What follows belongs to an exercise in optimizing a design on an open flow for small area, a short achievable clock period and few clock cycles; a production flow would make more cautious choices.
Only simulation tests tie the RTL to the original design; equivalence was not proved.
Power and IR drop assume default switching activity.

==> flow/design.v, too long to show whole: its modules and the start of the top module <==
// module riscv_alu: 119 lines
// module riscv_csr_regfile: 408 lines
// module riscv_csr: 220 lines
// module riscv_decoder: 182 lines
// module riscv_decode: 96 lines
// module riscv_divider: 91 lines
// module riscv_exec: 301 lines
// module riscv_fetch: 152 lines
// module riscv_lsu: 341 lines
// module riscv_lsu_fifo: 49 lines
// module riscv_mmu: 394 lines
// module riscv_multiplier: 70 lines
// module riscv_mul_csa: 68 lines
// module riscv_pipe_ctrl: 296 lines
// module riscv_regfile: 214 lines
// module riscv_issue: 386 lines
// module riscv_core: 566 lines
module riscv_core
#(
     parameter SUPPORT_MULDIV   = 1
    ,parameter SUPPORT_SUPER    = 0
    ,parameter SUPPORT_MMU      = 0
    ,parameter SUPPORT_LOAD_BYPASS = 1
    ,parameter SUPPORT_MUL_BYPASS = 1
    ,parameter SUPPORT_REGFILE_XILINX = 0
    ,parameter EXTRA_DECODE_STAGE = 0
    ,parameter MEM_CACHE_ADDR_MIN = 32'h80000000
    ,parameter MEM_CACHE_ADDR_MAX = 32'h8fffffff
)
(
     input           clk_i
    ,input           rst_i
    ,input  [ 31:0]  mem_d_data_rd_i
    ,input           mem_d_accept_i
    ,input           mem_d_ack_i
    ,input           mem_d_error_i
    ,input  [ 10:0]  mem_d_resp_tag_i
    ,input           mem_i_accept_i
    ,input           mem_i_valid_i
    ,input           mem_i_error_i
    ,input  [ 31:0]  mem_i_inst_i
    ,input           intr_i
    ,input  [ 31:0]  reset_vector_i
    ,input  [ 31:0]  cpu_id_i
    ,output [ 31:0]  mem_d_addr_o
    ,output [ 31:0]  mem_d_data_wr_o
    ,output          mem_d_rd_o
    ,output [  3:0]  mem_d_wr_o
    ,output          mem_d_cacheable_o
    ,output [ 10:0]  mem_d_req_tag_o
    ,output          mem_d_invalidate_o
    ,output          mem_d_writeback_o
    ,output          mem_d_flush_o
    ,output          mem_i_rd_o
    ,output          mem_i_flush_o
    ,output          mem_i_invalidate_o
    ,output [ 31:0]  mem_i_pc_o
);
  // ...
==> flow/flow/run.sh <==
#!/bin/bash
set -euo pipefail
export BUFFER_PORTS_ARGS="-buffer_cell sky130_fd_sc_hd__buf_4"
bash standard.sh SETUP_SLACK_MARGIN=6 finish > standard.log 2>&1
==> flow/standard.sh <==
#!/bin/bash
# synth_recipe.tcl (not shown) runs the flow's synth.tcl, then flattens the netlist and writes it again
# the make line also repeats each setting of config.mk as NAME=value (left out here)
make -C /OpenROAD-flow-scripts/flow DESIGN_CONFIG=/design/flow/config.mk WORK_HOME=/design/flow/orfs CLKGATE_MAP_FILE= SYNTH_SCRIPT=/design/flow/synth_recipe.tcl "${@:-finish}"
==> flow/config.mk <==
export PLATFORM = sky130hd
export DESIGN_NAME = riscv_core
export DESIGN_NICKNAME = riscv_core
export VERILOG_FILES = /design/flow/design.v
export SDC_FILE = /design/flow/constraint.sdc
export NUM_CORES = 8
export LEC_CHECK = 0
export CAP_MARGIN = 30
export CORE_MARGIN = 2
export CORE_UTILIZATION = 50
export CTS_CLUSTER_DIAMETER = 80
export CTS_CLUSTER_SIZE = 24
export GPL_ROUTABILITY_DRIVEN = 1
export SETUP_SLACK_MARGIN = 5
export SLEW_MARGIN = 30
==> flow/constraint.sdc <==
create_clock -name core_clock -period 13.0 [get_ports {clk_i}]
set_input_delay 2.6000 -clock core_clock [delete_from_list [all_inputs] [get_ports {clk_i}]]
set_output_delay 2.6000 -clock core_clock [all_outputs]
set_load 0.01 [all_outputs]
==> impl_results.md, run 1 <==
* Synth Area in Compound Gates at 20.5%
* Post-synthesis xor/xnor area fraction at under 10%
* Biggest register: u_lsu.u_lsu_request.ram_q
* CP startpoint kind: flop
* Final min period at 7570 ps
* Fin Hold WS at a little under 300 ps
* Post-DP HPWL at 590000 µm
* Global-route wire length before repair at between 1000000 and 1500000 µm
* Slew margin rel. at between 10% and 20%
* Slowest CP cell: or4_4
* Clock share of power at 19.5%
* Row count at 202
* Routed wire length at 845000 µm
* Storage element area at between 60000 and 70000 µm²
* Die Span Y at around 560 µm
* Clk slew on worst S/H paths at approximately 100 ps
* Critical Path Stages at 12
* Max layer used: met5
* Buffer share of cell area at 4.51%
* DRC at 0
* Commonest non-fill, non-tap cells in the layout: edfxtp_1, nor2_1, nand2_1
* TAP cells at 3978
* Multi-input combinational area share at approximately half
* Crit path DAT at 4970 ps
* RSZ-0062 raised after global routing: yes
* Logic pwr share at around 44%
* Final worst setup slack at 5430 ps
* YS warnings at 14
* Crit path max fanout at 6
* Root buffer cell: clkbuf_16
* Sequential cell count at 2366
* TritonCTS buffer count at 140
* IO Port Bufs at 237
* Buf+Inv Stages, Crit Path at 3
* Grt met2 use at around two thirds
* Signal buffers at 919
* Commonest cells in the netlist: edfxtp_1, nor2_1, nand2_1
* Ys flop type: edfxtp_1
* Antenna Cells at around 190
* Most common cell after layout, fill and taps aside: edfxtp_1
* Starting Density at 50.3%
* Outcome: complete, no violations
* Sequential power at 9.59 mW
* Pre-CTS setup slack at between 4000 and 5000 ps
* Post-Synth Adder-Cell Area at 10.1%
Testbench counts, summed over its fixed seeds: cycles 592,794.
==> module riscv_csr, before the edit <==
module riscv_csr
#(
     parameter SUPPORT_MULDIV   = 1
    ,parameter SUPPORT_SUPER    = 1
)
(
     input           clk_i
    ,input           rst_i
    ,input           intr_i
    ,input           opcode_valid_i
    ,input  [ 31:0]  opcode_opcode_i
    ,input  [ 31:0]  opcode_pc_i
    ,input           opcode_invalid_i
    ,input  [  4:0]  opcode_rd_idx_i
    ,input  [  4:0]  opcode_ra_idx_i
    ,input  [  4:0]  opcode_rb_idx_i
    ,input  [ 31:0]  opcode_ra_operand_i
    ,input  [ 31:0]  opcode_rb_operand_i
    ,input           csr_writeback_write_i
    ,input  [ 11:0]  csr_writeback_waddr_i
    ,input  [ 31:0]  csr_writeback_wdata_i
    ,input  [  5:0]  csr_writeback_exception_i
    ,input  [ 31:0]  csr_writeback_exception_pc_i
    ,input  [ 31:0]  csr_writeback_exception_addr_i
    ,input  [ 31:0]  cpu_id_i
    ,input  [ 31:0]  reset_vector_i
    ,input           interrupt_inhibit_i
    ,output [ 31:0]  csr_result_e1_value_o
    ,output          csr_result_e1_write_o
    ,output [ 31:0]  csr_result_e1_wdata_o
    ,output [  5:0]  csr_result_e1_exception_o
    ,output          branch_csr_request_o
    ,output [ 31:0]  branch_csr_pc_o
    ,output [  1:0]  branch_csr_priv_o
    ,output          take_interrupt_o
    ,output          ifence_o
    ,output [  1:0]  mmu_priv_d_o
    ,output          mmu_sum_o
    ,output          mmu_mxr_o
    ,output          mmu_flush_o
    ,output [ 31:0]  mmu_satp_o
);
wire ecall_w             = opcode_valid_i && ((opcode_opcode_i & 32'hffffffff)      == 32'h73);
wire ebreak_w            = opcode_valid_i && ((opcode_opcode_i & 32'hffffffff)     == 32'h100073);
wire eret_w              = opcode_valid_i && ((opcode_opcode_i & 32'hcfffffff)       == 32'h200073);
wire [1:0] eret_priv_w   = opcode_opcode_i[29:28];
wire csrrw_w             = opcode_valid_i && ((opcode_opcode_i & 32'h707f)      == 32'h1073);
wire csrrs_w             = opcode_valid_i && ((opcode_opcode_i & 32'h707f)      == 32'h2073);
wire csrrc_w             = opcode_valid_i && ((opcode_opcode_i & 32'h707f)      == 32'h3073);
wire csrrwi_w            = opcode_valid_i && ((opcode_opcode_i & 32'h707f)     == 32'h5073);
wire csrrsi_w            = opcode_valid_i && ((opcode_opcode_i & 32'h707f)     == 32'h6073);
wire csrrci_w            = opcode_valid_i && ((opcode_opcode_i & 32'h707f)     == 32'h7073);
wire wfi_w               = opcode_valid_i && ((opcode_opcode_i & 32'hffff8fff)        == 32'h10500073);
wire fence_w             = opcode_valid_i && ((opcode_opcode_i & 32'h707f)      == 32'hf);
wire sfence_w            = opcode_valid_i && ((opcode_opcode_i & 32'hfe007fff)     == 32'h12000073);
wire ifence_w            = opcode_valid_i && ((opcode_opcode_i & 32'h707f)     == 32'h100f);
wire [1:0]  current_priv_w;
reg [1:0]   csr_priv_r;
reg         csr_readonly_r;
reg         csr_write_r;
reg         set_r;
reg         clr_r;
reg         csr_fault_r;
reg [31:0]  data_r;
always @ *
begin
    set_r           = csrrw_w | csrrs_w | csrrwi_w | csrrsi_w;
    clr_r           = csrrw_w | csrrc_w | csrrwi_w | csrrci_w;
    csr_priv_r      = opcode_opcode_i[29:28];
    csr_readonly_r  = (opcode_opcode_i[31:30] == 2'd3);
    csr_write_r     = (opcode_ra_idx_i != 5'b0) | csrrw_w | csrrwi_w;
    data_r          = (csrrwi_w | 
                       csrrsi_w | 
                       csrrci_w) ?
                            {27'b0, opcode_ra_idx_i} : opcode_ra_operand_i;
    csr_fault_r     = SUPPORT_SUPER ? (opcode_valid_i && (set_r | clr_r) && ((csr_write_r && csr_readonly_r) || (current_priv_w < csr_priv_r))) : 1'b0;
end
wire satp_update_w = (opcode_valid_i && (set_r || clr_r) && csr_write_r && (opcode_opcode_i[31:20] == 12'h180));
wire timer_irq_w = 1'b0;
wire [31:0] misa_w = SUPPORT_MULDIV ? (32'h40000000 | 32'h00000100 | 32'h00001000): (32'h40000000 | 32'h00000100);
wire [31:0] csr_rdata_w;
wire        csr_branch_w;
wire [31:0] csr_target_w;
wire [31:0] interrupt_w;
wire [31:0] status_reg_w;
wire [31:0] satp_reg_w;
riscv_csr_regfile
#( .SUPPORT_MTIMECMP(0)
  ,.SUPPORT_SUPER(SUPPORT_SUPER) )
u_csrfile
(
     .clk_i(clk_i)
    ,.rst_i(rst_i)
    ,.ext_intr_i(intr_i)
    ,.timer_intr_i(timer_irq_w)
    ,.cpu_id_i(cpu_id_i)
    ,.misa_i(misa_w)
    ,.csr_ren_i(opcode_valid_i)
    ,.csr_raddr_i(opcode_opcode_i[31:20])
    ,.csr_rdata_o(csr_rdata_w)
    ,.exception_i(csr_writeback_exception_i)
    ,.exception_pc_i(csr_writeback_exception_pc_i)
    ,.exception_addr_i(csr_writeback_exception_addr_i)
    ,.csr_waddr_i(csr_writeback_write_i ? csr_writeback_waddr_i : 12'b0)
    ,.csr_wdata_i(csr_writeback_wdata_i)
    ,.csr_branch_o(csr_branch_w)
    ,.csr_target_o(csr_target_w)
    ,.priv_o(current_priv_w)
    ,.status_o(status_reg_w)
    ,.satp_o(satp_reg_w)
    ,.interrupt_o(interrupt_w)
);
reg                     rd_valid_e1_q;
reg [ 31:0]             rd_result_e1_q;
reg [ 31:0]             csr_wdata_e1_q;
reg [6-1:0]  exception_e1_q;
wire                    eret_fault_w = eret_w && (current_priv_w < eret_priv_w);
wire set_u_w = ((opcode_opcode_i & 32'h707f)  == 32'h1073)  | ((opcode_opcode_i & 32'h707f)  == 32'h2073) |
               ((opcode_opcode_i & 32'h707f) == 32'h5073) | ((opcode_opcode_i & 32'h707f) == 32'h6073);
wire clr_u_w = ((opcode_opcode_i & 32'h707f)  == 32'h1073)  | ((opcode_opcode_i & 32'h707f)  == 32'h3073) |
               ((opcode_opcode_i & 32'h707f) == 32'h5073) | ((opcode_opcode_i & 32'h707f) == 32'h7073);
wire [31:0] data_u_w = (((opcode_opcode_i & 32'h707f) == 32'h5073) |
                        ((opcode_opcode_i & 32'h707f) == 32'h6073) |
                        ((opcode_opcode_i & 32'h707f) == 32'h7073)) ? {27'b0, opcode_ra_idx_i} : opcode_ra_operand_i;
always @ (posedge clk_i or posedge rst_i)
if (rst_i)
begin
    rd_valid_e1_q   <= 1'b0;
    exception_e1_q  <= 6'b0;
end
else if (opcode_valid_i)
begin
    rd_valid_e1_q   <= (set_r || clr_r) && ~csr_fault_r;
    if ((opcode_opcode_i & 32'hffffffff) == 32'h73)
        exception_e1_q  <= 6'h18 + {4'b0, current_priv_w};
    else if (eret_fault_w)
        exception_e1_q  <= 6'h12;
    else if ((opcode_opcode_i & 32'hcfffffff) == 32'h200073)
        exception_e1_q  <= 6'h30 + {4'b0, eret_priv_w};
    else if ((opcode_opcode_i & 32'hffffffff) == 32'h100073)
        exception_e1_q  <= 6'h13;
    else if (opcode_invalid_i || csr_fault_r)
        exception_e1_q  <= 6'h12;
    else if (satp_update_w || ifence_w || sfence_w)
        exception_e1_q  <= 6'h34;
    else
        exception_e1_q  <= 6'b0;
end
else
begin
    rd_valid_e1_q   <= 1'b0;
    exception_e1_q  <= 6'b0;
end
always @ (posedge clk_i)
begin
    if (opcode_invalid_i || csr_fault_r)
        rd_result_e1_q  <= opcode_opcode_i;
    else
        rd_result_e1_q  <= csr_rdata_w;
    if (set_u_w && clr_u_w)
        csr_wdata_e1_q <= data_u_w;
    else if (set_u_w)
        csr_wdata_e1_q <= csr_rdata_w | data_u_w;
    else
        csr_wdata_e1_q <= csr_rdata_w & ~data_u_w;
end
assign csr_result_e1_value_o     = rd_result_e1_q;
assign csr_result_e1_write_o     = rd_valid_e1_q;
assign csr_result_e1_wdata_o     = csr_wdata_e1_q;
assign csr_result_e1_exception_o = exception_e1_q;
reg take_interrupt_q;
always @ (posedge clk_i or posedge rst_i)
if (rst_i)
    take_interrupt_q    <= 1'b0;
else
    take_interrupt_q    <= (|interrupt_w) & ~interrupt_inhibit_i;
assign take_interrupt_o = take_interrupt_q;
reg tlb_flush_q;
always @ (posedge clk_i or posedge rst_i)
if (rst_i)
    tlb_flush_q <= 1'b0;
else
    tlb_flush_q <= satp_update_w || sfence_w;
reg ifence_q;
always @ (posedge clk_i or posedge rst_i)
if (rst_i)
    ifence_q    <= 1'b0;
else
    ifence_q    <= ifence_w;
assign ifence_o = ifence_q;
reg        branch_q;
reg [31:0] branch_target_q;
reg        reset_q;
always @ (posedge clk_i or posedge rst_i)
if (rst_i)
begin
    branch_q        <= 1'b0;
    reset_q         <= 1'b1;
end
else if (reset_q)
begin
    branch_q        <= 1'b1;
    reset_q         <= 1'b0;
end
else
    branch_q        <= csr_branch_w;
always @ (posedge clk_i)
if (reset_q)
    branch_target_q <= reset_vector_i;
else
    branch_target_q <= csr_target_w;
assign branch_csr_request_o = branch_q;
assign branch_csr_pc_o      = branch_target_q;
assign branch_csr_priv_o    = satp_reg_w[31] ? current_priv_w : 2'd3;
assign mmu_priv_d_o     = status_reg_w[17] ? status_reg_w[12:11] : current_priv_w;
assign mmu_satp_o       = satp_reg_w;
assign mmu_flush_o      = tlb_flush_q;
assign mmu_sum_o        = status_reg_w[18];
assign mmu_mxr_o        = status_reg_w[19];
endmodule
==> module riscv_exec, before the edit <==
module riscv_exec
(
     input           clk_i
    ,input           rst_i
    ,input           opcode_valid_i
    ,input  [ 31:0]  opcode_opcode_i
    ,input  [ 31:0]  opcode_pc_i
    ,input           opcode_invalid_i
    ,input  [  4:0]  opcode_rd_idx_i
    ,input  [  4:0]  opcode_ra_idx_i
    ,input  [  4:0]  opcode_rb_idx_i
    ,input  [ 31:0]  opcode_ra_operand_i
    ,input  [ 31:0]  opcode_rb_operand_i
    ,input           hold_i
    ,input           opcode_fault_i         
    ,output          branch_e1_fire_o       
    ,output          branch_e1_taken_o      
    ,output [ 31:0]  branch_e1_pc_o
    ,output [ 31:0]  writeback_value_o
    ,output [ 31:0]  operand_a_e1_o         
    ,output [ 31:0]  operand_b_e1_o
);
reg [31:0]  bimm_r;
reg [31:0]  jimm20_r;
always @ *
begin
    bimm_r      = {{19{opcode_opcode_i[31]}}, opcode_opcode_i[31], opcode_opcode_i[7], opcode_opcode_i[30:25], opcode_opcode_i[11:8], 1'b0};
    jimm20_r    = {{12{opcode_opcode_i[31]}}, opcode_opcode_i[19:12], opcode_opcode_i[20], opcode_opcode_i[30:25], opcode_opcode_i[24:21], 1'b0};
end
wire inst_jal_w  = ((opcode_opcode_i & 32'h7f) == 32'h6f);
wire inst_jalr_w = ((opcode_opcode_i & 32'h707f) == 32'h67);
wire inst_muldiv_w = (opcode_opcode_i[6:0] == 7'b0110011) && (opcode_opcode_i[31:25] == 7'b0000001);
wire inst_bxx_w  = ((opcode_opcode_i & 32'h707f) == 32'h63) ||
                   ((opcode_opcode_i & 32'h707f) == 32'h1063) ||
                   ((opcode_opcode_i & 32'h707f) == 32'h4063) ||
                   ((opcode_opcode_i & 32'h707f) == 32'h5063) ||
                   ((opcode_opcode_i & 32'h707f) == 32'h6063) ||
                   ((opcode_opcode_i & 32'h707f) == 32'h7063);
reg [3:0]  alu_func_r;
reg        a_pc_r;         
reg        a_imm_r;        
reg        b_i_r;          
reg        b_u_r;          
reg        b_four_r;       
reg        sel_a_r;        
reg        sel_b_r;        
always @ *
begin
    alu_func_r     = 4'b0000;
    a_pc_r         = 1'b0;
    a_imm_r        = 1'b0;
    b_i_r          = 1'b0;
    b_u_r          = 1'b0;
    b_four_r       = 1'b0;
    sel_a_r        = 1'b0;
    sel_b_r        = 1'b0;
    if ((opcode_opcode_i & 32'hfe00707f) == 32'h33)  
    begin
        alu_func_r     = 4'b0100;
        sel_a_r        = 1'b1;
        sel_b_r        = 1'b1;
    end
    else if ((opcode_opcode_i & 32'hfe00707f) == 32'h7033)  
    begin
        alu_func_r     = 4'b0111;
        sel_a_r        = 1'b1;
        sel_b_r        = 1'b1;
    end
    else if ((opcode_opcode_i & 32'hfe00707f) == 32'h6033)  
    begin
        alu_func_r     = 4'b1000;
        sel_a_r        = 1'b1;
        sel_b_r        = 1'b1;
    end
    else if ((opcode_opcode_i & 32'hfe00707f) == 32'h1033)  
    begin
        alu_func_r     = 4'b0001;
        sel_a_r        = 1'b1;
        sel_b_r        = 1'b1;
    end
    else if ((opcode_opcode_i & 32'hfe00707f) == 32'h40005033)  
    begin
        alu_func_r     = 4'b0011;
        sel_a_r        = 1'b1;
        sel_b_r        = 1'b1;
    end
    else if ((opcode_opcode_i & 32'hfe00707f) == 32'h5033)  
    begin
        alu_func_r     = 4'b0010;
        sel_a_r        = 1'b1;
        sel_b_r        = 1'b1;
    end
    else if ((opcode_opcode_i & 32'hfe00707f) == 32'h40000033)  
    begin
        alu_func_r     = 4'b0110;
        sel_a_r        = 1'b1;
        sel_b_r        = 1'b1;
    end
    else if ((opcode_opcode_i & 32'hfe00707f) == 32'h4033)  
    begin
        alu_func_r     = 4'b1001;
        sel_a_r        = 1'b1;
        sel_b_r        = 1'b1;
    end
    else if ((opcode_opcode_i & 32'hfe00707f) == 32'h2033)  
    begin
        alu_func_r     = 4'b1011;
        sel_a_r        = 1'b1;
        sel_b_r        = 1'b1;
    end
    else if ((opcode_opcode_i & 32'hfe00707f) == 32'h3033)  
    begin
        alu_func_r     = 4'b1010;
        sel_a_r        = 1'b1;
        sel_b_r        = 1'b1;
    end
    else if ((opcode_opcode_i & 32'h707f) == 32'h13)  
    begin
        alu_func_r     = 4'b0100;
        sel_a_r        = 1'b1;
        b_i_r          = 1'b1;
    end
    else if ((opcode_opcode_i & 32'h707f) == 32'h7013)  
    begin
        alu_func_r     = 4'b0111;
        sel_a_r        = 1'b1;
        b_i_r          = 1'b1;
    end
    else if ((opcode_opcode_i & 32'h707f) == 32'h2013)  
    begin
        alu_func_r     = 4'b1011;
        sel_a_r        = 1'b1;
        b_i_r          = 1'b1;
    end
    else if ((opcode_opcode_i & 32'h707f) == 32'h3013)  
    begin
        alu_func_r     = 4'b1010;
        sel_a_r        = 1'b1;
        b_i_r          = 1'b1;
    end
    else if ((opcode_opcode_i & 32'h707f) == 32'h6013)  
    begin
        alu_func_r     = 4'b1000;
        sel_a_r        = 1'b1;
        b_i_r          = 1'b1;
    end
    else if ((opcode_opcode_i & 32'h707f) == 32'h4013)  
    begin
        alu_func_r     = 4'b1001;
        sel_a_r        = 1'b1;
        b_i_r          = 1'b1;
    end
    else if ((opcode_opcode_i & 32'hfc00707f) == 32'h1013)  
    begin
        alu_func_r     = 4'b0001;
        sel_a_r        = 1'b1;
        b_i_r          = 1'b1;    
    end
    else if ((opcode_opcode_i & 32'hfc00707f) == 32'h5013)  
    begin
        alu_func_r     = 4'b0010;
        sel_a_r        = 1'b1;
        b_i_r          = 1'b1;    
    end
    else if ((opcode_opcode_i & 32'hfc00707f) == 32'h40005013)  
    begin
        alu_func_r     = 4'b0011;
        sel_a_r        = 1'b1;
        b_i_r          = 1'b1;    
    end
    else if ((opcode_opcode_i & 32'h7f) == 32'h37)  
    begin
        a_imm_r  = 1'b1;
    end
    else if ((opcode_opcode_i & 32'h7f) == 32'h17)  
    begin
        alu_func_r     = 4'b0100;
        a_pc_r   = 1'b1;
        b_u_r    = 1'b1;
    end
    else if (inst_jal_w || inst_jalr_w)  
    begin
        alu_func_r     = 4'b0100;
        a_pc_r   = 1'b1;
        b_four_r = 1'b1;
    end
    else if (inst_bxx_w || inst_muldiv_w)  
    begin                                  
        sel_a_r        = 1'b1;
        sel_b_r        = 1'b1;
    end
end
reg [3:0]  alu_func_q;
reg        a_pc_q;
reg        a_imm_q;
reg        b_i_q;
reg        b_u_q;
reg        b_four_q;
reg [31:12] imm_hi_q;      
reg [31:0] pc_q;
reg        sel_a_q;
reg        sel_b_q;
reg        br_jal_q;
reg        br_jalr_q;
reg        br_bxx_q;
reg [31:0] ra_q;           
reg [31:0] rb_q;
reg [5:0]  br_kind_q;      
reg [31:0] br_target_q;    
reg        fresh_q;
always @ (posedge clk_i)
if (~hold_i)
begin
    alu_func_q <= alu_func_r;
    a_pc_q     <= a_pc_r;
    a_imm_q    <= a_imm_r;
    b_i_q      <= b_i_r;
    b_u_q      <= b_u_r;
    b_four_q   <= b_four_r;
    imm_hi_q   <= opcode_opcode_i[31:12];
    pc_q       <= opcode_pc_i;
    sel_a_q    <= sel_a_r;
    sel_b_q    <= sel_b_r;
    ra_q       <= opcode_ra_operand_i;
    rb_q       <= opcode_rb_operand_i;
    br_target_q <= opcode_pc_i + (inst_jal_w ? jimm20_r : bimm_r);
end
always @ (posedge clk_i or posedge rst_i)
if (rst_i)
begin
    br_jal_q  <= 1'b0;
    br_jalr_q <= 1'b0;
    br_bxx_q  <= 1'b0;
    br_kind_q <= 6'b0;
    fresh_q   <= 1'b0;
end
else
begin
    if (~hold_i)
    begin
        br_jal_q  <= opcode_valid_i & ~opcode_fault_i & inst_jal_w;
        br_jalr_q <= opcode_valid_i & ~opcode_fault_i & inst_jalr_w;
        br_bxx_q  <= opcode_valid_i & ~opcode_fault_i & inst_bxx_w;
        br_kind_q <= {6{opcode_valid_i & ~opcode_fault_i & inst_bxx_w}} &
                     {opcode_opcode_i[14:12] == 3'b111, opcode_opcode_i[14:12] == 3'b110,
                      opcode_opcode_i[14:12] == 3'b101, opcode_opcode_i[14:12] == 3'b100,
                      opcode_opcode_i[14:12] == 3'b001, opcode_opcode_i[14:12] == 3'b000};
    end
    fresh_q <= opcode_valid_i;
end
wire [31:0]  alu_a_w = sel_a_q ? ra_q :
                       ({32{a_pc_q}} & pc_q) | ({32{a_imm_q}} & {imm_hi_q, 12'b0});
wire [31:0]  alu_b_w = sel_b_q ? rb_q :
                       ({32{b_i_q}} & {{20{imm_hi_q[31]}}, imm_hi_q[31:20]}) |
                       ({32{b_u_q}} & {imm_hi_q, 12'b0}) |
                       {29'b0, b_four_q, 2'b0};
wire [31:0]  alu_p_w;
riscv_alu
u_alu
(
    .alu_op_i(alu_func_q),
    .alu_a_i(alu_a_w),
    .alu_b_i(alu_b_w),
    .alu_p_o(alu_p_w)
);
assign writeback_value_o = alu_p_w;
assign operand_a_e1_o    = ra_q;
assign operand_b_e1_o    = rb_q;
function [1:0] cmp_lt_eq;    
    input [31:0] a;
    input [31:0] b;
    reg [31:0] lt0, eq0;
    reg [15:0] lt1, eq1;
    reg [7:0]  lt2, eq2;
    reg [3:0]  lt3, eq3;
    reg [1:0]  lt4, eq4;
    integer k;
begin
    lt0 = ~a & b;
    eq0 = ~(a ^ b);
    for (k = 0; k < 16; k = k + 1) begin lt1[k] = lt0[2*k+1] | (eq0[2*k+1] & lt0[2*k]); eq1[k] = eq0[2*k+1] & eq0[2*k]; end
    for (k = 0; k < 8;  k = k + 1) begin lt2[k] = lt1[2*k+1] | (eq1[2*k+1] & lt1[2*k]); eq2[k] = eq1[2*k+1] & eq1[2*k]; end
    for (k = 0; k < 4;  k = k + 1) begin lt3[k] = lt2[2*k+1] | (eq2[2*k+1] & lt2[2*k]); eq3[k] = eq2[2*k+1] & eq2[2*k]; end
    for (k = 0; k < 2;  k = k + 1) begin lt4[k] = lt3[2*k+1] | (eq3[2*k+1] & lt3[2*k]); eq4[k] = eq3[2*k+1] & eq3[2*k]; end
    cmp_lt_eq = {lt4[1] | (eq4[1] & lt4[0]), eq4[1] & eq4[0]};
end
endfunction
wire [1:0] cmp_u_w   = cmp_lt_eq(ra_q, rb_q);
wire [1:0] cmp_s_w   = cmp_lt_eq({~ra_q[31], ra_q[30:0]}, {~rb_q[31], rb_q[30:0]});
wire       cmp_eq_w  = cmp_u_w[0];
wire       cmp_ltu_w = cmp_u_w[1];
wire       cmp_lt_w  = cmp_s_w[1];
wire cond_w = (br_kind_q[0] &  cmp_eq_w)  | (br_kind_q[1] & ~cmp_eq_w) |
              (br_kind_q[2] &  cmp_lt_w)  | (br_kind_q[3] & ~cmp_lt_w) |
              (br_kind_q[4] &  cmp_ltu_w) | (br_kind_q[5] & ~cmp_ltu_w);
wire [31:0] jalr_target_w = ra_q + {{20{imm_hi_q[31]}}, imm_hi_q[31:20]};
wire        taken_w       = br_jal_q | br_jalr_q | cond_w;
assign branch_e1_taken_o = taken_w;
assign branch_e1_fire_o  = fresh_q & taken_w;
assign branch_e1_pc_o    = br_jalr_q ? {jalr_target_w[31:1], 1'b0} : br_target_q;
endmodule
==> module riscv_core, before the edit <==
module riscv_core
#(
     parameter SUPPORT_MULDIV   = 1
    ,parameter SUPPORT_SUPER    = 0
    ,parameter SUPPORT_MMU      = 0
    ,parameter SUPPORT_LOAD_BYPASS = 1
    ,parameter SUPPORT_MUL_BYPASS = 1
    ,parameter SUPPORT_REGFILE_XILINX = 0
    ,parameter EXTRA_DECODE_STAGE = 0
    ,parameter MEM_CACHE_ADDR_MIN = 32'h80000000
    ,parameter MEM_CACHE_ADDR_MAX = 32'h8fffffff
)
(
     input           clk_i
    ,input           rst_i
    ,input  [ 31:0]  mem_d_data_rd_i
    ,input           mem_d_accept_i
    ,input           mem_d_ack_i
    ,input           mem_d_error_i
    ,input  [ 10:0]  mem_d_resp_tag_i
    ,input           mem_i_accept_i
    ,input           mem_i_valid_i
    ,input           mem_i_error_i
    ,input  [ 31:0]  mem_i_inst_i
    ,input           intr_i
    ,input  [ 31:0]  reset_vector_i
    ,input  [ 31:0]  cpu_id_i
    ,output [ 31:0]  mem_d_addr_o
    ,output [ 31:0]  mem_d_data_wr_o
    ,output          mem_d_rd_o
    ,output [  3:0]  mem_d_wr_o
    ,output          mem_d_cacheable_o
    ,output [ 10:0]  mem_d_req_tag_o
    ,output          mem_d_invalidate_o
    ,output          mem_d_writeback_o
    ,output          mem_d_flush_o
    ,output          mem_i_rd_o
    ,output          mem_i_flush_o
    ,output          mem_i_invalidate_o
    ,output [ 31:0]  mem_i_pc_o
);
wire           mmu_lsu_writeback_w;
wire  [  1:0]  fetch_in_priv_w;
wire  [  4:0]  mul_opcode_rd_idx_w;
wire           mmu_flush_w;
wire  [ 31:0]  lsu_opcode_pc_w;
wire           fetch_accept_w;
wire  [  4:0]  csr_opcode_rd_idx_w;
wire  [ 31:0]  branch_exec_source_w;
wire  [ 31:0]  csr_opcode_rb_operand_w;
wire  [ 31:0]  writeback_div_value_w;
wire           csr_opcode_valid_w;
wire           branch_csr_request_w;
wire  [ 31:0]  mmu_ifetch_inst_w;
wire  [ 31:0]  opcode_pc_w;
wire  [  4:0]  opcode_rb_idx_w;
wire           mmu_lsu_error_w;
wire           mul_opcode_valid_w;
wire           mmu_mxr_w;
wire  [  1:0]  branch_d_exec_priv_w;
wire           mmu_ifetch_valid_w;
wire           csr_opcode_invalid_w;
wire  [  5:0]  csr_writeback_exception_w;
wire           fetch_instr_mul_w;
wire           branch_exec_is_ret_w;
wire  [ 31:0]  csr_writeback_exception_addr_w;
wire  [  3:0]  mmu_lsu_wr_w;
wire           fetch_in_fault_w;
wire           branch_request_w;
wire  [ 31:0]  csr_opcode_pc_w;
wire           writeback_mem_valid_w;
wire  [  5:0]  csr_result_e1_exception_w;
wire  [ 31:0]  branch_csr_pc_w;
wire  [ 31:0]  mmu_lsu_data_wr_w;
wire           fetch_fault_page_w;
wire  [ 10:0]  mmu_lsu_resp_tag_w;
wire  [ 10:0]  mmu_lsu_req_tag_w;
wire  [ 31:0]  opcode_ra_operand_w;
wire           squash_decode_w;
wire           fetch_dec_fault_page_w;
wire  [ 31:0]  mul_opcode_opcode_w;
wire           exec_hold_w;
wire           fetch_instr_invalid_w;
wire  [ 31:0]  branch_pc_w;
wire  [  4:0]  mul_opcode_ra_idx_w;
wire  [  4:0]  csr_opcode_rb_idx_w;
wire           lsu_stall_w;
wire           branch_exec_is_not_taken_w;
wire  [ 31:0]  branch_exec_pc_w;
wire  [ 31:0]  opcode_opcode_w;
wire  [ 31:0]  mul_opcode_pc_w;
wire           branch_d_exec_request_w;
wire  [ 31:0]  mul_opcode_ra_operand_w;
wire           branch_exec_is_taken_w;
wire           fetch_dec_fault_fetch_w;
wire           fetch_dec_valid_w;
wire           fetch_fault_fetch_w;
wire           lsu_opcode_invalid_w;
wire  [ 31:0]  mmu_lsu_addr_w;
wire           mul_hold_w;
wire           mmu_ifetch_accept_w;
wire           mmu_lsu_ack_w;
wire  [ 31:0]  fetch_pc_w;
wire           mmu_ifetch_invalidate_w;
wire  [ 31:0]  mul_opcode_rb_operand_w;
wire  [  1:0]  branch_csr_priv_w;
wire           branch_exec_request_w;
wire  [ 31:0]  lsu_opcode_ra_operand_w;
wire           div_opcode_valid_w;
wire  [  1:0]  branch_priv_w;
wire           mmu_lsu_rd_w;
wire  [ 31:0]  fetch_dec_pc_w;
wire           interrupt_inhibit_w;
wire           mmu_ifetch_error_w;
wire  [  5:0]  writeback_mem_exception_w;
wire           fetch_instr_lsu_w;
wire  [  1:0]  mmu_priv_d_w;
wire  [  4:0]  opcode_ra_idx_w;
wire  [ 31:0]  csr_opcode_ra_operand_w;
wire  [ 31:0]  writeback_mem_value_w;
wire           writeback_div_valid_w;
wire  [  4:0]  mul_opcode_rb_idx_w;
wire           opcode_invalid_w;
wire           fetch_instr_branch_w;
wire  [ 31:0]  mmu_ifetch_pc_w;
wire           mmu_ifetch_rd_w;
wire           mmu_ifetch_flush_w;
wire  [  4:0]  lsu_opcode_rd_idx_w;
wire  [ 31:0]  lsu_opcode_opcode_w;
wire           mmu_load_fault_w;
wire  [ 31:0]  mmu_satp_w;
wire  [ 31:0]  csr_result_e1_wdata_w;
wire  [ 31:0]  opcode_rb_operand_w;
wire           mmu_lsu_invalidate_w;
wire           fetch_dec_accept_w;
wire  [  4:0]  csr_opcode_ra_idx_w;
wire           ifence_w;
wire           fetch_instr_exec_w;
wire  [  4:0]  opcode_rd_idx_w;
wire  [ 31:0]  csr_writeback_wdata_w;
wire           csr_writeback_write_w;
wire           take_interrupt_w;
wire  [ 31:0]  csr_result_e1_value_w;
wire  [ 31:0]  branch_d_exec_pc_w;
wire           fetch_valid_w;
wire  [ 11:0]  csr_writeback_waddr_w;
wire           branch_exec_is_jmp_w;
wire           mmu_lsu_cacheable_w;
wire           fetch_instr_csr_w;
wire           lsu_opcode_valid_w;
wire  [ 31:0]  fetch_dec_instr_w;
wire           csr_result_e1_write_w;
wire  [ 31:0]  csr_opcode_opcode_w;
wire           fetch_instr_div_w;
wire  [ 31:0]  fetch_instr_w;
wire           mul_opcode_invalid_w;
wire           fetch_instr_rd_valid_w;
wire  [ 31:0]  mmu_lsu_data_rd_w;
wire           exec_opcode_valid_w;
wire  [ 31:0]  writeback_mul_value_w;
wire           mmu_lsu_flush_w;
wire  [  4:0]  lsu_opcode_rb_idx_w;
wire           mmu_lsu_accept_w;
wire  [ 31:0]  lsu_opcode_rb_operand_w;
wire           mmu_sum_w;
wire  [ 31:0]  writeback_exec_value_w;
wire  [  4:0]  lsu_opcode_ra_idx_w;
wire  [ 31:0]  csr_writeback_exception_pc_w;
wire           mmu_store_fault_w;
wire           branch_exec_is_call_w;
wire           branch_e1_fire_w;
wire           branch_e1_taken_w;
wire  [ 31:0]  branch_e1_pc_w;
wire  [ 31:0]  exec_operand_a_e1_w;
wire  [ 31:0]  fetch_instr_raw_w;
wire           opcode_fault_w;
wire           fetch_valid_nb_w;
wire           fetch_skid_valid_w;
wire           fetch_drop_nb_w;
wire  [ 31:0]  fetch_skid_instr_w;
wire           fetch_skid_fault_w;
wire           fetch_accept_nb_w;
wire  [ 31:0]  exec_operand_b_e1_w;
riscv_exec
u_exec
(
     .clk_i(clk_i)
    ,.rst_i(rst_i)
    ,.opcode_valid_i(exec_opcode_valid_w)
    ,.opcode_opcode_i(opcode_opcode_w)
    ,.opcode_pc_i(opcode_pc_w)
    ,.opcode_invalid_i(opcode_invalid_w)
    ,.opcode_rd_idx_i(opcode_rd_idx_w)
    ,.opcode_ra_idx_i(opcode_ra_idx_w)
    ,.opcode_rb_idx_i(opcode_rb_idx_w)
    ,.opcode_ra_operand_i(opcode_ra_operand_w)
    ,.opcode_rb_operand_i(opcode_rb_operand_w)
    ,.hold_i(exec_hold_w)
    ,.opcode_fault_i(opcode_fault_w)
    ,.branch_e1_fire_o(branch_e1_fire_w)
    ,.branch_e1_taken_o(branch_e1_taken_w)
    ,.branch_e1_pc_o(branch_e1_pc_w)
    ,.operand_a_e1_o(exec_operand_a_e1_w)
    ,.operand_b_e1_o(exec_operand_b_e1_w)
    ,.writeback_value_o(writeback_exec_value_w)
);
riscv_decode
#(
     .EXTRA_DECODE_STAGE(EXTRA_DECODE_STAGE)
    ,.SUPPORT_MULDIV(SUPPORT_MULDIV)
)
u_decode
(
     .clk_i(clk_i)
    ,.rst_i(rst_i)
    ,.fetch_in_valid_i(fetch_dec_valid_w)
    ,.fetch_in_instr_i(fetch_dec_instr_w)
    ,.fetch_in_pc_i(fetch_dec_pc_w)
    ,.fetch_in_fault_fetch_i(fetch_dec_fault_fetch_w)
    ,.fetch_in_fault_page_i(fetch_dec_fault_page_w)
    ,.fetch_out_accept_i(fetch_accept_w)
    ,.squash_decode_i(squash_decode_w)
    ,.fetch_in_accept_o(fetch_dec_accept_w)
    ,.fetch_out_valid_o(fetch_valid_w)
    ,.fetch_out_instr_o(fetch_instr_w)
    ,.fetch_out_pc_o(fetch_pc_w)
    ,.fetch_out_fault_fetch_o(fetch_fault_fetch_w)
    ,.fetch_out_fault_page_o(fetch_fault_page_w)
    ,.fetch_out_instr_exec_o(fetch_instr_exec_w)
    ,.fetch_out_instr_lsu_o(fetch_instr_lsu_w)
    ,.fetch_out_instr_branch_o(fetch_instr_branch_w)
    ,.fetch_out_instr_mul_o(fetch_instr_mul_w)
    ,.fetch_out_instr_div_o(fetch_instr_div_w)
    ,.fetch_out_instr_csr_o(fetch_instr_csr_w)
    ,.fetch_out_instr_rd_valid_o(fetch_instr_rd_valid_w)
    ,.fetch_out_instr_invalid_o(fetch_instr_invalid_w)
    ,.fetch_out_instr_raw_o(fetch_instr_raw_w)
);
riscv_mmu
#(
     .MEM_CACHE_ADDR_MAX(MEM_CACHE_ADDR_MAX)
    ,.SUPPORT_MMU(SUPPORT_MMU)
    ,.MEM_CACHE_ADDR_MIN(MEM_CACHE_ADDR_MIN)
)
u_mmu
(
     .clk_i(clk_i)
    ,.rst_i(rst_i)
    ,.priv_d_i(mmu_priv_d_w)
    ,.sum_i(mmu_sum_w)
    ,.mxr_i(mmu_mxr_w)
    ,.flush_i(mmu_flush_w)
    ,.satp_i(mmu_satp_w)
    ,.fetch_in_rd_i(mmu_ifetch_rd_w)
    ,.fetch_in_flush_i(mmu_ifetch_flush_w)
    ,.fetch_in_invalidate_i(mmu_ifetch_invalidate_w)
    ,.fetch_in_pc_i(mmu_ifetch_pc_w)
    ,.fetch_in_priv_i(fetch_in_priv_w)
    ,.fetch_out_accept_i(mem_i_accept_i)
    ,.fetch_out_valid_i(mem_i_valid_i)
    ,.fetch_out_error_i(mem_i_error_i)
    ,.fetch_out_inst_i(mem_i_inst_i)
    ,.lsu_in_addr_i(mmu_lsu_addr_w)
    ,.lsu_in_data_wr_i(mmu_lsu_data_wr_w)
    ,.lsu_in_rd_i(mmu_lsu_rd_w)
    ,.lsu_in_wr_i(mmu_lsu_wr_w)
    ,.lsu_in_cacheable_i(mmu_lsu_cacheable_w)
    ,.lsu_in_req_tag_i(mmu_lsu_req_tag_w)
    ,.lsu_in_invalidate_i(mmu_lsu_invalidate_w)
    ,.lsu_in_writeback_i(mmu_lsu_writeback_w)
    ,.lsu_in_flush_i(mmu_lsu_flush_w)
    ,.lsu_out_data_rd_i(mem_d_data_rd_i)
    ,.lsu_out_accept_i(mem_d_accept_i)
    ,.lsu_out_ack_i(mem_d_ack_i)
    ,.lsu_out_error_i(mem_d_error_i)
    ,.lsu_out_resp_tag_i(mem_d_resp_tag_i)
    ,.fetch_in_accept_o(mmu_ifetch_accept_w)
    ,.fetch_in_valid_o(mmu_ifetch_valid_w)
    ,.fetch_in_error_o(mmu_ifetch_error_w)
    ,.fetch_in_inst_o(mmu_ifetch_inst_w)
    ,.fetch_out_rd_o(mem_i_rd_o)
    ,.fetch_out_flush_o(mem_i_flush_o)
    ,.fetch_out_invalidate_o(mem_i_invalidate_o)
    ,.fetch_out_pc_o(mem_i_pc_o)
    ,.fetch_in_fault_o(fetch_in_fault_w)
    ,.lsu_in_data_rd_o(mmu_lsu_data_rd_w)
    ,.lsu_in_accept_o(mmu_lsu_accept_w)
    ,.lsu_in_ack_o(mmu_lsu_ack_w)
    ,.lsu_in_error_o(mmu_lsu_error_w)
    ,.lsu_in_resp_tag_o(mmu_lsu_resp_tag_w)
    ,.lsu_out_addr_o(mem_d_addr_o)
    ,.lsu_out_data_wr_o(mem_d_data_wr_o)
    ,.lsu_out_rd_o(mem_d_rd_o)
    ,.lsu_out_wr_o(mem_d_wr_o)
    ,.lsu_out_cacheable_o(mem_d_cacheable_o)
    ,.lsu_out_req_tag_o(mem_d_req_tag_o)
    ,.lsu_out_invalidate_o(mem_d_invalidate_o)
    ,.lsu_out_writeback_o(mem_d_writeback_o)
    ,.lsu_out_flush_o(mem_d_flush_o)
    ,.lsu_in_load_fault_o(mmu_load_fault_w)
    ,.lsu_in_store_fault_o(mmu_store_fault_w)
);
riscv_lsu
#(
     .MEM_CACHE_ADDR_MAX(MEM_CACHE_ADDR_MAX)
    ,.MEM_CACHE_ADDR_MIN(MEM_CACHE_ADDR_MIN)
)
u_lsu
(
     .clk_i(clk_i)
    ,.rst_i(rst_i)
    ,.opcode_valid_i(lsu_opcode_valid_w)
    ,.opcode_opcode_i(lsu_opcode_opcode_w)
    ,.opcode_pc_i(lsu_opcode_pc_w)
    ,.opcode_invalid_i(lsu_opcode_invalid_w)
    ,.opcode_rd_idx_i(lsu_opcode_rd_idx_w)
    ,.opcode_ra_idx_i(lsu_opcode_ra_idx_w)
    ,.opcode_rb_idx_i(lsu_opcode_rb_idx_w)
    ,.opcode_ra_operand_i(lsu_opcode_ra_operand_w)
    ,.opcode_rb_operand_i(lsu_opcode_rb_operand_w)
    ,.mem_data_rd_i(mmu_lsu_data_rd_w)
    ,.mem_accept_i(mmu_lsu_accept_w)
    ,.mem_ack_i(mmu_lsu_ack_w)
    ,.mem_error_i(mmu_lsu_error_w)
    ,.mem_resp_tag_i(mmu_lsu_resp_tag_w)
    ,.mem_load_fault_i(mmu_load_fault_w)
    ,.mem_store_fault_i(mmu_store_fault_w)
    ,.mem_addr_o(mmu_lsu_addr_w)
    ,.mem_data_wr_o(mmu_lsu_data_wr_w)
    ,.mem_rd_o(mmu_lsu_rd_w)
    ,.mem_wr_o(mmu_lsu_wr_w)
    ,.mem_cacheable_o(mmu_lsu_cacheable_w)
    ,.mem_req_tag_o(mmu_lsu_req_tag_w)
    ,.mem_invalidate_o(mmu_lsu_invalidate_w)
    ,.mem_writeback_o(mmu_lsu_writeback_w)
    ,.mem_flush_o(mmu_lsu_flush_w)
    ,.writeback_valid_o(writeback_mem_valid_w)
    ,.writeback_value_o(writeback_mem_value_w)
    ,.writeback_exception_o(writeback_mem_exception_w)
    ,.stall_o(lsu_stall_w)
);
riscv_csr
#(
     .SUPPORT_SUPER(SUPPORT_SUPER)
    ,.SUPPORT_MULDIV(SUPPORT_MULDIV)
)
u_csr
(
     .clk_i(clk_i)
    ,.rst_i(rst_i)
    ,.intr_i(intr_i)
    ,.opcode_valid_i(csr_opcode_valid_w)
    ,.opcode_opcode_i(csr_opcode_opcode_w)
    ,.opcode_pc_i(csr_opcode_pc_w)
    ,.opcode_invalid_i(csr_opcode_invalid_w)
    ,.opcode_rd_idx_i(csr_opcode_rd_idx_w)
    ,.opcode_ra_idx_i(csr_opcode_ra_idx_w)
    ,.opcode_rb_idx_i(csr_opcode_rb_idx_w)
    ,.opcode_ra_operand_i(csr_opcode_ra_operand_w)
    ,.opcode_rb_operand_i(csr_opcode_rb_operand_w)
    ,.csr_writeback_write_i(csr_writeback_write_w)
    ,.csr_writeback_waddr_i(csr_writeback_waddr_w)
    ,.csr_writeback_wdata_i(csr_writeback_wdata_w)
    ,.csr_writeback_exception_i(csr_writeback_exception_w)
    ,.csr_writeback_exception_pc_i(csr_writeback_exception_pc_w)
    ,.csr_writeback_exception_addr_i(csr_writeback_exception_addr_w)
    ,.cpu_id_i(cpu_id_i)
    ,.reset_vector_i(reset_vector_i)
    ,.interrupt_inhibit_i(interrupt_inhibit_w)
    ,.csr_result_e1_value_o(csr_result_e1_value_w)
    ,.csr_result_e1_write_o(csr_result_e1_write_w)
    ,.csr_result_e1_wdata_o(csr_result_e1_wdata_w)
    ,.csr_result_e1_exception_o(csr_result_e1_exception_w)
    ,.branch_csr_request_o(branch_csr_request_w)
    ,.branch_csr_pc_o(branch_csr_pc_w)
    ,.branch_csr_priv_o(branch_csr_priv_w)
    ,.take_interrupt_o(take_interrupt_w)
    ,.ifence_o(ifence_w)
    ,.mmu_priv_d_o(mmu_priv_d_w)
    ,.mmu_sum_o(mmu_sum_w)
    ,.mmu_mxr_o(mmu_mxr_w)
    ,.mmu_flush_o(mmu_flush_w)
    ,.mmu_satp_o(mmu_satp_w)
);
riscv_multiplier
u_mul
(
     .clk_i(clk_i)
    ,.rst_i(rst_i)
    ,.opcode_valid_i(mul_opcode_valid_w)
    ,.opcode_opcode_i(mul_opcode_opcode_w)
    ,.opcode_pc_i(mul_opcode_pc_w)
    ,.opcode_invalid_i(mul_opcode_invalid_w)
    ,.opcode_rd_idx_i(mul_opcode_rd_idx_w)
    ,.opcode_ra_idx_i(mul_opcode_ra_idx_w)
    ,.opcode_rb_idx_i(mul_opcode_rb_idx_w)
    ,.opcode_ra_operand_i(mul_opcode_ra_operand_w)
    ,.opcode_rb_operand_i(mul_opcode_rb_operand_w)
    ,.hold_i(mul_hold_w)
    ,.operand_a_e1_i(exec_operand_a_e1_w)
    ,.operand_b_e1_i(exec_operand_b_e1_w)
    ,.writeback_value_o(writeback_mul_value_w)
);
riscv_divider
u_div
(
     .clk_i(clk_i)
    ,.rst_i(rst_i)
    ,.opcode_valid_i(div_opcode_valid_w)
    ,.opcode_opcode_i(csr_opcode_opcode_w)
    ,.opcode_pc_i(opcode_pc_w)
    ,.opcode_invalid_i(opcode_invalid_w)
    ,.opcode_rd_idx_i(opcode_rd_idx_w)
    ,.opcode_ra_idx_i(opcode_ra_idx_w)
    ,.opcode_rb_idx_i(opcode_rb_idx_w)
    ,.opcode_ra_operand_i(opcode_ra_operand_w)
    ,.opcode_rb_operand_i(opcode_rb_operand_w)
    ,.operand_a_e1_i(exec_operand_a_e1_w)
    ,.operand_b_e1_i(exec_operand_b_e1_w)
    ,.writeback_valid_o(writeback_div_valid_w)
    ,.writeback_value_o(writeback_div_value_w)
);
riscv_issue
#(
     .SUPPORT_REGFILE_XILINX(SUPPORT_REGFILE_XILINX)
    ,.SUPPORT_LOAD_BYPASS(SUPPORT_LOAD_BYPASS)
    ,.SUPPORT_MULDIV(SUPPORT_MULDIV)
    ,.SUPPORT_MUL_BYPASS(SUPPORT_MUL_BYPASS)
    ,.SUPPORT_DUAL_ISSUE(1)
)
u_issue
(
     .clk_i(clk_i)
    ,.rst_i(rst_i)
    ,.fetch_valid_i(fetch_valid_w)
    ,.fetch_instr_i(fetch_instr_w)
    ,.fetch_pc_i(fetch_pc_w)
    ,.fetch_fault_fetch_i(fetch_fault_fetch_w)
    ,.fetch_fault_page_i(fetch_fault_page_w)
    ,.fetch_instr_exec_i(fetch_instr_exec_w)
    ,.fetch_instr_lsu_i(fetch_instr_lsu_w)
    ,.fetch_instr_branch_i(fetch_instr_branch_w)
    ,.fetch_instr_mul_i(fetch_instr_mul_w)
    ,.fetch_instr_div_i(fetch_instr_div_w)
    ,.fetch_instr_csr_i(fetch_instr_csr_w)
    ,.fetch_instr_rd_valid_i(fetch_instr_rd_valid_w)
    ,.fetch_instr_invalid_i(fetch_instr_invalid_w)
    ,.fetch_instr_raw_i(fetch_instr_raw_w)
    ,.fetch_skid_valid_i(fetch_skid_valid_w)
    ,.fetch_drop_nb_i(fetch_drop_nb_w)
    ,.fetch_port_valid_i(mem_i_valid_i)
    ,.fetch_skid_instr_i(fetch_skid_instr_w)
    ,.fetch_skid_fault_i(fetch_skid_fault_w)
    ,.fetch_port_instr_i(mem_i_inst_i)
    ,.fetch_port_fault_i(mem_i_error_i)
    ,.branch_e1_taken_i(branch_e1_taken_w)
    ,.branch_e1_pc_i(branch_e1_pc_w)
    ,.branch_csr_request_i(branch_csr_request_w)
    ,.branch_csr_pc_i(branch_csr_pc_w)
    ,.branch_csr_priv_i(branch_csr_priv_w)
    ,.writeback_exec_value_i(writeback_exec_value_w)
    ,.writeback_mem_valid_i(writeback_mem_valid_w)
    ,.writeback_mem_value_i(writeback_mem_value_w)
    ,.writeback_mem_exception_i(writeback_mem_exception_w)
    ,.writeback_mul_value_i(writeback_mul_value_w)
    ,.writeback_div_valid_i(writeback_div_valid_w)
    ,.writeback_div_value_i(writeback_div_value_w)
    ,.csr_result_e1_value_i(csr_result_e1_value_w)
    ,.csr_result_e1_write_i(csr_result_e1_write_w)
    ,.csr_result_e1_wdata_i(csr_result_e1_wdata_w)
    ,.csr_result_e1_exception_i(csr_result_e1_exception_w)
    ,.lsu_stall_i(lsu_stall_w)
    ,.take_interrupt_i(take_interrupt_w)
    ,.fetch_accept_o(fetch_accept_w)
    ,.fetch_valid_nb_i(fetch_valid_nb_w)
    ,.fetch_accept_nb_o(fetch_accept_nb_w)
    ,.branch_request_o(branch_request_w)
    ,.branch_pc_o(branch_pc_w)
    ,.branch_priv_o(branch_priv_w)
    ,.exec_opcode_valid_o(exec_opcode_valid_w)
    ,.lsu_opcode_valid_o(lsu_opcode_valid_w)
    ,.csr_opcode_valid_o(csr_opcode_valid_w)
    ,.mul_opcode_valid_o(mul_opcode_valid_w)
    ,.div_opcode_valid_o(div_opcode_valid_w)
    ,.opcode_opcode_o(opcode_opcode_w)
    ,.opcode_fault_o(opcode_fault_w)
    ,.opcode_pc_o(opcode_pc_w)
    ,.opcode_invalid_o(opcode_invalid_w)
    ,.opcode_rd_idx_o(opcode_rd_idx_w)
    ,.opcode_ra_idx_o(opcode_ra_idx_w)
    ,.opcode_rb_idx_o(opcode_rb_idx_w)
    ,.opcode_ra_operand_o(opcode_ra_operand_w)
    ,.opcode_rb_operand_o(opcode_rb_operand_w)
    ,.lsu_opcode_opcode_o(lsu_opcode_opcode_w)
    ,.lsu_opcode_pc_o(lsu_opcode_pc_w)
    ,.lsu_opcode_invalid_o(lsu_opcode_invalid_w)
    ,.lsu_opcode_rd_idx_o(lsu_opcode_rd_idx_w)
    ,.lsu_opcode_ra_idx_o(lsu_opcode_ra_idx_w)
    ,.lsu_opcode_rb_idx_o(lsu_opcode_rb_idx_w)
    ,.lsu_opcode_ra_operand_o(lsu_opcode_ra_operand_w)
    ,.lsu_opcode_rb_operand_o(lsu_opcode_rb_operand_w)
    ,.mul_opcode_opcode_o(mul_opcode_opcode_w)
    ,.mul_opcode_pc_o(mul_opcode_pc_w)
    ,.mul_opcode_invalid_o(mul_opcode_invalid_w)
    ,.mul_opcode_rd_idx_o(mul_opcode_rd_idx_w)
    ,.mul_opcode_ra_idx_o(mul_opcode_ra_idx_w)
    ,.mul_opcode_rb_idx_o(mul_opcode_rb_idx_w)
    ,.mul_opcode_ra_operand_o(mul_opcode_ra_operand_w)
    ,.mul_opcode_rb_operand_o(mul_opcode_rb_operand_w)
    ,.csr_opcode_opcode_o(csr_opcode_opcode_w)
    ,.csr_opcode_pc_o(csr_opcode_pc_w)
    ,.csr_opcode_invalid_o(csr_opcode_invalid_w)
    ,.csr_opcode_rd_idx_o(csr_opcode_rd_idx_w)
    ,.csr_opcode_ra_idx_o(csr_opcode_ra_idx_w)
    ,.csr_opcode_rb_idx_o(csr_opcode_rb_idx_w)
    ,.csr_opcode_ra_operand_o(csr_opcode_ra_operand_w)
    ,.csr_opcode_rb_operand_o(csr_opcode_rb_operand_w)
    ,.csr_writeback_write_o(csr_writeback_write_w)
    ,.csr_writeback_waddr_o(csr_writeback_waddr_w)
    ,.csr_writeback_wdata_o(csr_writeback_wdata_w)
    ,.csr_writeback_exception_o(csr_writeback_exception_w)
    ,.csr_writeback_exception_pc_o(csr_writeback_exception_pc_w)
    ,.csr_writeback_exception_addr_o(csr_writeback_exception_addr_w)
    ,.exec_hold_o(exec_hold_w)
    ,.mul_hold_o(mul_hold_w)
    ,.interrupt_inhibit_o(interrupt_inhibit_w)
);
riscv_fetch
#(
     .SUPPORT_MMU(SUPPORT_MMU)
)
u_fetch
(
     .clk_i(clk_i)
    ,.rst_i(rst_i)
    ,.fetch_accept_i(fetch_dec_accept_w)
    ,.icache_accept_i(mmu_ifetch_accept_w)
    ,.icache_valid_i(mmu_ifetch_valid_w)
    ,.icache_error_i(mmu_ifetch_error_w)
    ,.icache_inst_i(mmu_ifetch_inst_w)
    ,.icache_page_fault_i(fetch_in_fault_w)
    ,.fetch_invalidate_i(ifence_w)
    ,.branch_request_i(branch_request_w)
    ,.branch_pc_i(branch_pc_w)
    ,.branch_priv_i(branch_priv_w)
    ,.branch_e1_i(branch_e1_fire_w)
    ,.branch_e1_pc_i(branch_e1_pc_w)
    ,.fetch_valid_o(fetch_dec_valid_w)
    ,.fetch_valid_nb_o(fetch_valid_nb_w)
    ,.skid_valid_o(fetch_skid_valid_w)
    ,.drop_nb_o(fetch_drop_nb_w)
    ,.skid_instr_o(fetch_skid_instr_w)
    ,.skid_fault_o(fetch_skid_fault_w)
    ,.fetch_accept_nb_i(fetch_accept_nb_w)
    ,.fetch_instr_o(fetch_dec_instr_w)
    ,.fetch_pc_o(fetch_dec_pc_w)
    ,.fetch_fault_fetch_o(fetch_dec_fault_fetch_w)
    ,.fetch_fault_page_o(fetch_dec_fault_page_w)
    ,.icache_rd_o(mmu_ifetch_rd_w)
    ,.icache_flush_o(mmu_ifetch_flush_w)
    ,.icache_invalidate_o(mmu_ifetch_invalidate_w)
    ,.icache_pc_o(mmu_ifetch_pc_w)
    ,.icache_priv_o(fetch_in_priv_w)
    ,.squash_decode_o(squash_decode_w)
);
endmodule
==> run 2: changes to the inputs <==
--- a/flow/design.v
+++ b/flow/design.v
@@ -542,6 +542,7 @@
     ,input  [  4:0]  opcode_ra_idx_i
     ,input  [  4:0]  opcode_rb_idx_i
     ,input  [ 31:0]  opcode_ra_operand_i
+    ,input  [ 31:0]  operand_ra_e1_i        
     ,input  [ 31:0]  opcode_rb_operand_i
     ,input           csr_writeback_write_i
     ,input  [ 11:0]  csr_writeback_waddr_i
@@ -646,9 +647,9 @@
                ((opcode_opcode_i & 32'h707f) == 32'h5073) | ((opcode_opcode_i & 32'h707f) == 32'h6073);
 wire clr_u_w = ((opcode_opcode_i & 32'h707f)  == 32'h1073)  | ((opcode_opcode_i & 32'h707f)  == 32'h3073) |
                ((opcode_opcode_i & 32'h707f) == 32'h5073) | ((opcode_opcode_i & 32'h707f) == 32'h7073);
-wire [31:0] data_u_w = (((opcode_opcode_i & 32'h707f) == 32'h5073) |
-                        ((opcode_opcode_i & 32'h707f) == 32'h6073) |
-                        ((opcode_opcode_i & 32'h707f) == 32'h7073)) ? {27'b0, opcode_ra_idx_i} : opcode_ra_operand_i;
+wire imm_u_w = ((opcode_opcode_i & 32'h707f) == 32'h5073) |
+               ((opcode_opcode_i & 32'h707f) == 32'h6073) |
+               ((opcode_opcode_i & 32'h707f) == 32'h7073);
 always @ (posedge clk_i or posedge rst_i)
 if (rst_i)
 begin
@@ -678,18 +679,30 @@
     rd_valid_e1_q   <= 1'b0;
     exception_e1_q  <= 6'b0;
 end
+reg        wr_set_e1_q;
+reg        wr_clr_e1_q;
+reg        wr_imm_e1_q;
+reg [4:0]  wr_idx_e1_q;
 always @ (posedge clk_i)
 begin
     if (opcode_invalid_i || csr_fault_r)
         rd_result_e1_q  <= opcode_opcode_i;
     else
         rd_result_e1_q  <= csr_rdata_w;
-    if (set_u_w && clr_u_w)
-        csr_wdata_e1_q <= data_u_w;
-    else if (set_u_w)
-        csr_wdata_e1_q <= csr_rdata_w | data_u_w;
+    wr_set_e1_q <= set_u_w;
+    wr_clr_e1_q <= clr_u_w;
+    wr_imm_e1_q <= imm_u_w;
+    wr_idx_e1_q <= opcode_ra_idx_i;
+end
+wire [31:0] data_e1_w = wr_imm_e1_q ? {27'b0, wr_idx_e1_q} : operand_ra_e1_i;
+always @ *
+begin
+    if (wr_set_e1_q && wr_clr_e1_q)
+        csr_wdata_e1_q = data_e1_w;
+    else if (wr_set_e1_q)
+        csr_wdata_e1_q = rd_result_e1_q | data_e1_w;
     else
-        csr_wdata_e1_q <= csr_rdata_w & ~data_u_w;
+        csr_wdata_e1_q = rd_result_e1_q & ~data_e1_w;
 end
 assign csr_result_e1_value_o     = rd_result_e1_q;
 assign csr_result_e1_write_o     = rd_valid_e1_q;
@@ -1136,13 +1149,6 @@
     ,output [ 31:0]  operand_a_e1_o         
     ,output [ 31:0]  operand_b_e1_o
 );
-reg [31:0]  bimm_r;
-reg [31:0]  jimm20_r;
-always @ *
-begin
-    bimm_r      = {{19{opcode_opcode_i[31]}}, opcode_opcode_i[31], opcode_opcode_i[7], opcode_opcode_i[30:25], opcode_opcode_i[11:8], 1'b0};
-    jimm20_r    = {{12{opcode_opcode_i[31]}}, opcode_opcode_i[19:12], opcode_opcode_i[20], opcode_opcode_i[30:25], opcode_opcode_i[24:21], 1'b0};
-end
 wire inst_jal_w  = ((opcode_opcode_i & 32'h7f) == 32'h6f);
 wire inst_jalr_w = ((opcode_opcode_i & 32'h707f) == 32'h67);
 wire inst_muldiv_w = (opcode_opcode_i[6:0] == 7'b0110011) && (opcode_opcode_i[31:25] == 7'b0000001);
@@ -1322,7 +1328,7 @@
 reg [31:0] ra_q;           
 reg [31:0] rb_q;
 reg [5:0]  br_kind_q;      
-reg [31:0] br_target_q;    
+reg [11:7]  imm_lo_q;      
 reg        fresh_q;
 always @ (posedge clk_i)
 if (~hold_i)
@@ -1339,7 +1345,7 @@
     sel_b_q    <= sel_b_r;
     ra_q       <= opcode_ra_operand_i;
     rb_q       <= opcode_rb_operand_i;
-    br_target_q <= opcode_pc_i + (inst_jal_w ? jimm20_r : bimm_r);
+    imm_lo_q   <= opcode_opcode_i[11:7];
 end
 always @ (posedge clk_i or posedge rst_i)
 if (rst_i)
@@ -1413,7 +1419,10 @@
 wire        taken_w       = br_jal_q | br_jalr_q | cond_w;
 assign branch_e1_taken_o = taken_w;
 assign branch_e1_fire_o  = fresh_q & taken_w;
-assign branch_e1_pc_o    = br_jalr_q ? {jalr_target_w[31:1], 1'b0} : br_target_q;
+wire [31:0] bimm_e1_w     = {{19{imm_hi_q[31]}}, imm_hi_q[31], imm_lo_q[7], imm_hi_q[30:25], imm_lo_q[11:8], 1'b0};
+wire [31:0] jimm_e1_w     = {{12{imm_hi_q[31]}}, imm_hi_q[19:12], imm_hi_q[20], imm_hi_q[30:25], imm_hi_q[24:21], 1'b0};
+wire [31:0] pc_target_w   = pc_q + (br_jal_q ? jimm_e1_w : bimm_e1_w);
+assign branch_e1_pc_o    = br_jalr_q ? {jalr_target_w[31:1], 1'b0} : pc_target_w;
 endmodule
 module riscv_fetch
 #(
@@ -3744,6 +3753,7 @@
     ,.opcode_ra_idx_i(csr_opcode_ra_idx_w)
     ,.opcode_rb_idx_i(csr_opcode_rb_idx_w)
     ,.opcode_ra_operand_i(csr_opcode_ra_operand_w)
+    ,.operand_ra_e1_i(exec_operand_a_e1_w)
     ,.opcode_rb_operand_i(csr_opcode_rb_operand_w)
     ,.csr_writeback_write_i(csr_writeback_write_w)
     ,.csr_writeback_waddr_i(csr_writeback_waddr_w)
--- a/flow/config.mk
+++ b/flow/config.mk
@@ -11,5 +11,6 @@
 export CTS_CLUSTER_DIAMETER = 80
 export CTS_CLUSTER_SIZE = 24
 export GPL_ROUTABILITY_DRIVEN = 1
+export PLACE_DENSITY = 0.75
 export SETUP_SLACK_MARGIN = 5
 export SLEW_MARGIN = 30
==> run 2 against run 1 <==
  * Still clean on timing, DRC and antenna
  * Final cell count shrank 3.9%
  * Power decreased by 7.7%
  * Register-to-register slack better by 160 ps
  * Synthesized area decreased by 3.3%
  * Hold slack better by 31 ps
  * First-iteration DRC count shrank 6.2%
  * Combinational power is 9% lower
  * Via count down 7.3%
  * Clock-buffer cell count is 22 lower
  * Critical endpoint is now mem_d_cacheable_o
  * Highest routed layer unchanged
==> impl_results.md, run 2 <==
* Post-route ant nets at 0
* DRC at 0 (unchanged)
* Post-Syn Instances at 14.5k
* YS warnings at 14 (unchanged)
* Sw Ratio at 40.6%
* Largest net degree at the start of global routing at 158
* Final Skew at approximately 96 ps
* IO Port Bufs at 237 (unchanged)
* Crit path max fanout at 4 (-2)
* Via count at ~140k
* Logic pwr share at 43.8% (-0.4 points)
* Row count at 199 (-1.5%)
* Die Wd at 547 µm
* Commonest cells in the netlist: edfxtp_1, nor2_1, nand2_1
* Die ar. at 299000 µm²
* Setup CP Type: flop to output pin
* CP Data Required Time at 10400 ps
* Cell with the most instances after synthesis: edfxtp_1
* Total Routing Usage GR at 44.0%
* Fmax at 134 MHz
* Hold Path Depth at 0
* Distinct cells, synth at 99
* Commonest non-fill, non-tap cells in the layout: edfxtp_1, nor2_1, nand2_1
* Ys flop type: edfxtp_1
* Hold crit path type: flop to flop
* Hold Vio Cnt, Final at 0
* Clk slew on worst S/H paths at 100 ps (about the same)
* Switching Power at 9.89 mW
* Crit path DAT at 4870 ps (-100 ps)
* Slew margin rel. at 16.2% (+3.6 points)
* Critical path capture point type: output pin
* Per-cell routed wire length at ~37 µm
* Clock share of power at 18.7% (-0.8 points)
* Routed wire length at 685000 µm (-19%)
* Biggest register: u_lsu.u_lsu_request.ram_q
* Setup TNS at 0 ps
* Final Max Tran Viols at 0
* Max reg flops at 72
* Post-synth ARST share at 15.9%
* Starting Density at 50.2% (-0.11 points)
* Worst slew pin tran at 1250 ps
* Setup violators final at 0
* Initial DRC Count at roughly 31k
* TritonCTS buffer count at 121 (-14%)
* Top-area cell type share of the netlist area at 34.2%
* Reg power frac at a little under two fifths
* Final min period at 7470 ps (-107 ps)
* Post-DP HPWL at 458000 µm (-22%)
* Root buffer cell: clkbuf_16
* Max cap viols at 0
* Clk sink count at 2306
* EDFF count, synth at 1681
* CP startpoint kind: flop
* #FFs+latches synth at 2306
* Number of iterations in the first detailed-routing pass at 31
* Core Box Area at 294000 µm²
* RSZ-0062 raised after global routing: yes
* Leakage power at ~61 nW
* Largest area contributor in the synthesized netlist: edfxtp_1
* Area Overhead vs Synth at 9.04%
* Clock latency (worst-skew pair) at 920 ps
* CTS tree: done
* Global-route wire length before repair at 940000 µm (-16%)
* Die Span Y at 547 µm (-1.6%)
* Outcome: complete, no violations
* CTS H-tree depth at 3
* Share of layout cells above drive strength 1 at 11.8%
* Final non-filler cell total at 18.4k
* Synthesized cell area at approximately 150000 µm²
* Most common cell after layout, fill and taps aside: edfxtp_1
* Register area share after synthesis at 43.9%
==> run 2: changes by cell type after synthesis, sizes merged, moves of 58 or more <==
cell / delta
o211ai: -61
buf: -154
clkbuf: +123
a222oi: +58
a21oi: -195
a221oi: -76
a22oi: +71
o21ai: +74
==> run 2: routing by layer <==
metal  vias up  global-route usage (%)  routed length (µm)
met5         -                   0.776                 860
met4        70                    33.9               70500
met3      3497                    20.4              123000
met2     13900                    58.5              261000
met1     65000                    55.0              230000
li1      53300                       -                   -
==> run 2: metrics by stage <==
step,hold WS [ps],power [mW],setup slack (ps),util [%],cell area [µm²]
final,326,24.4,5530,54.8,161000
after floorplan,310,15.4,5490,-,148000
after global routing,338,25.3,5580,54.7,161000
after CTS,332,23.8,5560,54.4,160000
after global placement,310,19.1,5020,52.7,155000
after detailed placement,312,19.4,4960,52.7,155000
==> run 2: critical path, stage by stage (launching register included) <==
cell and delay [ps]:
edfxtp_1 580, or4_4 600, or3_4 390, or3_4 380
or3_4 380, or2_4 280, nor4_4 190, nand3_1 110
o21ai_1 130, a21oi_1 120, o211ai_1 590, buf_4 240
==> run 2: logic make-up (layout without fill, tap and decap cells) <==
group	Yosys count	after routing	share of synthesized area, %
other	1	75	0.00254
AND/OR/NAND/NOR	3668	3668	11.4
XOR/XNOR	909	909	5.40
adder cells (fa/ha/maj)	948	948	10.4
AO/OA/AOI/OAI	4144	4144	19.6
buffers and inverters	1883	1792	4.90
multiplexers	591	591	4.32
flip-flops	2306	2306	43.9
==> run 2: what timing repair did <==
item,in CTS,in global routing
cloned,2,2
resized for setup,105,85
setup endpoints to repair,55,37
pin swaps,34,32
hold buffers,0,0
setup buffers,54,40
==> run 2: cell type report <==
class | instances | area (µm²)
Sequential cell | 2306 | 64800
Clock buffer | 164 | 3280
Fill cell | 25500 | 133000
Clock inverter | 46 | 659
Antenna cell | 58 | 145
Inverter | 736 | 2810
Tap cell | 3919 | 4900
Multi-Input combinational cell | 10300 | 77500
Timing Repair Buffer | 846 | 6770
==> run 2: power by group through the flow <==
stage	logic [mW]	registers (mW)	clock network, mW
6_report	10.7	9.14	4.55
5_1_grt	11.4	9.15	4.72
4_1_cts	10.2	9.10	4.48
3_5_place_dp	10.1	9.27	0
3_3_place_gp	9.89	9.26	0
2_1_floorplan	6.35	9.09	0
==> run 2: final timing paths <==
path                       slack [ps]                                             end                                            from
min                               330  u_issue.u_pipe_ctrl.csr_wdata_wb_q[30]$_DFF_P_  u_issue.u_pipe_ctrl.csr_wdata_e2_q[30]$_DFF_P_
min in group asynchronous        1760   u_csr.u_csrfile.csr_mcycle_h_q[1]$_DFFE_PP0N_                                           rst_i
max reg2reg                      6160   u_issue.u_pipe_ctrl.result_e2_q[19]$_DFFE_PN_                        u_exec.ra_q[9]$_DFFE_PN_
max                              5530                               mem_d_cacheable_o                        u_lsu.ra_q[18]$_DFFE_PP_
min reg2reg                       330  u_issue.u_pipe_ctrl.csr_wdata_wb_q[30]$_DFF_P_  u_issue.u_pipe_ctrl.csr_wdata_e2_q[30]$_DFF_P_
max in group asynchronous        9300                    u_div.div_inst_q$_DFFE_PP0P_                                           rst_i
Testbench counts of run 2, summed over its fixed seeds: cycles 592,794.
